Source: an optimization exercise on an open RTL-to-GDS flow (aim: small area, a short achievable clock period and few clock cycles). Production flows keep margins and buffers that such runs may drop. At most, simulation tests tie the RTL to the original design; equivalence was not proved. Power and IR drop assume default switching activity.

build 17:
Design apb_ram, start of the top module:
module apb_ram (
  input presetn,
  input pclk,
  input psel,
  input penable,
  input pwrite,
  input [31:0] paddr, pwdata,
  output reg [31:0] prdata,
  output pready,
  output reg pslverr
);
  wire [31:0] mem [0:31];
  wire [4:0]  a   = paddr[4:0];
  wire        bad = |paddr[31:5];
  wire [31:0] wd  = pwdata & {32{presetn}};
  reg         wr_q;
  assign pready = penable;
  wire [31:0] oh;
  wire [7:0]  oh8;
  wire [31:0] rd;
  always @(posedge pclk) begin
    prdata  <= rd;
    pslverr <= bad;
    wr_q    <= psel & ~penable & pwrite & ~bad;
  end
  genvar i, j;
  generate
    for (i = 0; i < 32; i = i + 1) begin : g_word
      reg [31:0] q;
      assign oh[i] = (a == i);
      always @(posedge pclk)
        if (!presetn || (wr_q && oh[i]))
          q <= wd;
      assign mem[i] = q;
    end
    for (i = 0; i < 8; i = i + 1) begin : g_oh8
      assign oh8[i] = (a[4:2] == i);
    end
    for (j = 0; j < 32; j = j + 1) begin : g_rd
      wire [7:0] m;
      wire [2:0] g;
      for (i = 0; i < 8; i = i + 1) begin : g_l1
        apb_ram_mux4 u_mux (.s(a[1:0]),
  ...
For scale: ~1600 cells after synthesis, roughly 1100 flip-flops, ~100 I/O pins, ~39000 sq um of cells after synthesis.
clock: 2.6 ns
lec_check: 0
cap_margin: 20
core_margin: 2
core_utilization: 60
cts_cluster_diameter: 100
cts_cluster_size: 24
setup_slack_margin: 0.6
slew_margin: 20
synth_hierarchical: 1
synth_minimum_keep_size: 0
standard.sh (not shown) runs the stock make flow with config.mk's settings and CLKGATE_MAP_FILE= SYNTH_SCRIPT=/design/flow/synth_recipe.tcl, a recipe that flattens the netlist after the stock synthesis.
==> flow/flow/run.sh <==
#!/bin/bash
# Standard ORFS layout (standard synthesis unchanged); only the port buffers
# differ: buf_2 instead of the default pick (a slow delay buffer).
set -euo pipefail
bash standard.sh "BUFFER_PORTS_ARGS=-buffer_cell sky130_fd_sc_hd__buf_2" finish > orfs_make.log 2>&1
Testbench counts of build 17, summed over its fixed seeds: cycles 32,000.
#### Input delta (build 21 over build 17)
Settings: changing SETUP_SLACK_MARGIN from 0.6 to 0.7.
- Status | build 17 and build 21 | clean
- In terms of area share of buffers outside the clock network, build 21 and build 17 differ only marginally.
- ~same clock-pin transition on the worst setup and hold timing paths in build 17 and build 21
- [build 21] clock-buffer cell count fell 13% relative to build 17
- Delta (build 21 minus build 17): period utilization moved down, cell count decreased about 0.9%.
- Comparing build 17 against build 21, there is no change at all in die area.
- From build 17 to build 21, buffer and inverter count on the worst path did not move at all.
What build 65 does differently from build 21 at the input level:
Settings: CORE_UTILIZATION: 60 -> 40; SETUP_SLACK_MARGIN: 0.7 -> 0.8.
==> summary.txt <==
- The final layout from build 65, which completed every stage, passed the timing, DRC and antenna checks at the end of the flow.
- Side by side, switching share of total power turned out higher in build 65 than in build 21.
- Between build 21 and build 65, minimum period implied by the final worst setup slack is lower for build 21, build 65 comes in above that.
- Number of tap cells inserted: build 65 vs build 21 up about 50%
- NOTE: instance count on the critical path in build 65 exceeds that of build 21
- Diff build 21 -> build 65: multi-input logic cell count barely changed, layout overhead on the synthesized area climbed 2.1 points.
- NOTE number of vias in the routed layout build 21->build 65 increased slightly
- When build 65 is set beside build 21, its cell area turns out to be about 1.8% larger.
- Share of the core filled with cells in the final layout ends up higher on build 21.
Input-level comparison between build 6 and build 65:
Settings: SETUP_SLACK_MARGIN now 0.7, was 0.8; CORE_UTILIZATION now 75, was 40.
==> summary.txt <==
Build 65: no failed stages, no open violations at the end. Build 6 is listed as incomplete: the tool reported an error in clock tree synthesis and the run ended there. Build 6 ends up with a worst setup slack before clock tree synthesis that is 0.084 ns higher than in build 65. Re die boundary width: build 6 is about 27% down on build 65. Post-cts sizing count: lower on build 6. From build 65 to build 6 the numbers moved as follows: placed instance count saw a decrease, half-perimeter wire length after placement climbed 0.52%, number of buffers on the longest clock path shows no meaningful change. Against build 65, build 6 reports a die span in y that is lower.

---

Another version of the RTL of apb_ram (not shown whole).
For scale: ~1900 cells after synthesis, about 100 I/O pins, ~37000 sq um of cells after synthesis.
Settings: LEC_CHECK=0, CAP_MARGIN=20, CORE_MARGIN=2, CORE_UTILIZATION=55, CTS_BUF_LIST=sky130_fd_sc_hd__clkbuf_8, CTS_CLUSTER_DIAMETER=100, CTS_CLUSTER_SIZE=12, SETUP_SLACK_MARGIN=0.8, SLEW_MARGIN=20, SYNTH_HIERARCHICAL=1, SYNTH_MINIMUM_KEEP_SIZE=0; clock period 2.6 ns.
Scripts as last shown in full above: flow/flow/run.sh
The baseline completed without violations.
Testbench counts at the start, summed over its fixed seeds: cycles 32,000.
Then changed:
CORE_UTILIZATION = 60   (was 55)
CTS_BUF_LIST = sky130_fd_sc_hd__clkbuf_4 sky130_fd_sc_hd__clkbuf_8   (was sky130_fd_sc_hd__clkbuf_8)
CTS_CLUSTER_SIZE = 8   (was 12)
Result: The new run ran to the end with no violations; design area climbs by 3.0%; clock power climbs by 45%; die area drops by 8.2%; worst setup slack degrades by 0.048 ns.
Then changed:
CTS_BUF_LIST = sky130_fd_sc_hd__clkbuf_8   (was sky130_fd_sc_hd__clkbuf_4 sky130_fd_sc_hd__clkbuf_8)
CTS_CLUSTER_SIZE = 12   (was 8)
SETUP_SLACK_MARGIN = 0.9   (was 0.8)
First-iteration DRC count goes up by 19%.
Clock-buffer cell count fell by 143.
Via count is lower by about 0.3%.
Wire length rises by about 2.2%.
Flip-flop and latch count is unchanged.
Cell area fell by 1.3%.
Die area stays the same.
Global-route usage decreases by 1.1 points.
Maximum frequency went up by 4.7%.
Clock skew is higher by 0.0097 ns.
Then changed:
CTS_CLUSTER_SIZE = 14   (was 12)
SETUP_SLACK_MARGIN = 0.8   (was 0.9)
- total power drops by about 3%
- synthesized cell count stays the same
- count of clock-buffer cells in the layout drops by 14
- cell area drops by 2.8%
- register-to-register slack gets better by 0.03 ns
- worst setup slack gets better by 0.012 ns
- global-route usage climbs by 0.22 points
- die area stays the same
- routed wire length drops by about 4%
- area after synthesis is unchanged
- via count drops by 2.1%
Then changed:
CTS_CLUSTER_SIZE = 12   (was 14)
After rerunning: Clock power increases by a little under a tenth; worst setup slack is better by 0.029 ns; non-clock buffer count decreases by 1; synthesized cell count stays the same; cell count increases slightly; total power increases by a few percent; routed wire length stays flat; design area increases slightly; flip-flop and latch count is unchanged; first-iteration DRC count decreases slightly; global-route usage increases by 0.11 points.

---

== wip/violet ==
The RTL this note starts from:
==> flow/design.v <==
module apb_ram (
  input presetn,
  input pclk,
  input psel,
  input penable,
  input pwrite,
  input [31:0] paddr, pwdata,
  output reg [31:0] prdata,
  output pready,
  output reg pslverr
);
  wire [31:0] mem [0:31];
  wire [4:0]  a   = paddr[4:0];
  wire        bad = |paddr[31:5];
  wire [31:0] wd  = pwdata & {32{presetn}};
  reg         wr_q;
  assign pready = penable;
  wire [31:0] oh;
  wire [31:0] rd;
  always @(posedge pclk) begin
    prdata  <= rd;
    pslverr <= bad;
    wr_q    <= psel & ~penable & pwrite & ~bad;
  end
  genvar i, j;
  generate
    for (i = 0; i < 32; i = i + 1) begin : g_word
      reg [31:0] q;
      assign oh[i] = (a == i);
      always @(posedge pclk)
        if (!presetn || (wr_q && oh[i]))
          q <= wd;
      assign mem[i] = q;
    end
    for (j = 0; j < 32; j = j + 1) begin : g_rd
      wire [31:0] col;
      wire [10:0] g;
      for (i = 0; i < 32; i = i + 1) begin : g_col
        assign col[i] = mem[i][j];
      end
      for (i = 0; i < 11; i = i + 1) begin : g_grp
        if (i < 10) begin : g3
          apb_ram_aoi3 u_aoi (.s(oh[3*i+2:3*i]), .d(col[3*i+2:3*i]), .y_n(g[i]));
        end else begin : g2
          apb_ram_aoi2 u_aoi (.s(oh[31:30]), .d(col[31:30]), .y_n(g[i]));
        end
      end
      apb_ram_nand11 u_or (.g_n(g), .y(rd[j]));
    end
  endgenerate
endmodule
module apb_ram_aoi3 (
  input  [2:0] s,
  input  [2:0] d,
  output       y_n
);
  assign y_n = ~|(s & d);
endmodule
module apb_ram_aoi2 (
  input  [1:0] s,
  input  [1:0] d,
  output       y_n
);
  assign y_n = ~|(s & d);
endmodule
module apb_ram_nand11 (
  input  [10:0] g_n,
  output        y
);
  assign y = ~&g_n;
endmodule
Settings: LEC_CHECK=0, CAP_MARGIN=20, CORE_MARGIN=2, CORE_UTILIZATION=40, CTS_CLUSTER_DIAMETER=100, CTS_CLUSTER_SIZE=24, SLEW_MARGIN=20, SYNTH_HIERARCHICAL=1, SYNTH_MINIMUM_KEEP_SIZE=0; clock period 2.6 ns.
run.sh (not shown) runs the stock make flow with config.mk's settings and CLKGATE_MAP_FILE= SYNTH_SCRIPT=/design/flow/synth_recipe.tcl, a recipe that flattens the netlist after the stock synthesis.
Stock flow here: none of the scripts above is used.
What the final checks of wip/violet revealed, after a flow that finished every stage, was a layout that fails on negative setup slack.
Setup changes, wip/violet to wip/amber
==> flow/flow/run.sh (new file) <==
#!/bin/bash
# Standard ORFS layout (standard synthesis unchanged); only the port buffers
# differ: buf_2 instead of the default pick (a slow delay buffer).
set -euo pipefail
bash standard.sh "BUFFER_PORTS_ARGS=-buffer_cell sky130_fd_sc_hd__buf_2" finish > orfs_make.log 2>&1
==> flow/standard.sh (new file) <==
#!/bin/bash
# synth_recipe.tcl (not shown) runs the flow's synth.tcl, then flattens the netlist and writes it again
# the make line also repeats each setting of config.mk as NAME=value (left out here)
make -C /OpenROAD-flow-scripts/flow DESIGN_CONFIG=/design/flow/config.mk WORK_HOME=/design/flow/orfs CLKGATE_MAP_FILE= SYNTH_SCRIPT=/design/flow/synth_recipe.tcl "${@:-finish}"
removed: flow/run.sh
### Flow results
wip/amber has completed all stages; timing, DRC and antenna checks passed.
On global-route wire length before repair, the lower figure sits with wip/violet, not wip/amber.
wip/amber vs. wip/violet: portion of total power attributed to the clock network climbed 0.2 points, share of the clock period used by the worst path after layout down 13 points, sequential cell count about even.
Looking at share of total power in combinational logic, wip/amber sits 0.8 points lower than wip/violet does.
Changes in wip/garnet relative to wip/amber:
- SETUP_SLACK_MARGIN now 1.0, previously not set
--- outcome ---
NOTE: wire length per cell in wip/garnet exceeds that of wip/amber. The transition time at the pin with the least slew margin in wip/garnet sits 230 ps below the value recorded for wip/amber. Relative to wip/amber, overall power consumption increased by about 4% in wip/garnet. wip/garnet vs. wip/amber: setup slack up 210 ps; area added between synthesis and finish up 14 points; share of the core filled with cells up 5.7 points; global-route wire length before repair up 7.4%. Compared with wip/amber, wip/garnet shows largest stage delay on the critical path higher by 430 ps. Going from wip/amber to wip/garnet, total wire length after detailed routing grew by more than 10%. Between wip/amber and wip/garnet, the switching power is higher for wip/garnet.
No run of this note included a check of the RTL's function; only the layout flow was run.

==> port drivers added, routing unchanged <==
The flow's constraints put no driver on any port. The routed layouts listed below were extracted and timed again, unchanged, in two steps.
Step 1 (the two cells are an assumption about what drives the block):
set clk [get_ports {pclk}]
set_driving_cell -lib_cell sky130_fd_sc_hd__clkbuf_16 $clk
set_driving_cell -lib_cell sky130_fd_sc_hd__buf_2 [delete_from_list [all_inputs] $clk]
Step 2 also shifts input and output timing later by t, the mid clock arrival at the registers, as if the neighbouring blocks saw the same clock.
Slacks: ideal ports / drivers / drivers and shift; pairs: ideal ports / drivers.
run	t, ns	setup WS [ns]	worst setup path at the end
build 17	0.684	0.613 / 0.613 / 0.035	input to register
build 21	0.695	0.745 / 0.745 / 0.098	input to register
build 65	0.693	0.732 / 0.697 / 0.004	input to register
the first run of note 2	0.774	0.771 / 0.771 / 0.135	input to register
the second run of note 2	0.872	0.723 / 0.701 / -0.108	input to register
the third run of note 2	0.776	0.806 / 0.786 / 0.172	input to register
the fourth run of note 2	0.742	0.818 / 0.756 / 0.111	input to register
the fifth run of note 2	0.787	0.847 / 0.784 / 0.132	input to register
wip/violet	0.695	-0.041 / -0.040 / -0.735	input to register
wip/amber	0.703	0.308 / 0.344 / -0.359	input to register
wip/garnet	0.696	0.513 / 0.507 / -0.189	input to register
With both steps, setup timing fails in the second run of note 2, wip/amber and wip/garnet, where it was met with ideal ports. For the second run of note 2, which loses most, drivers alone change the setup slack by -0.022 ns; drivers and shift together by -0.831 ns.
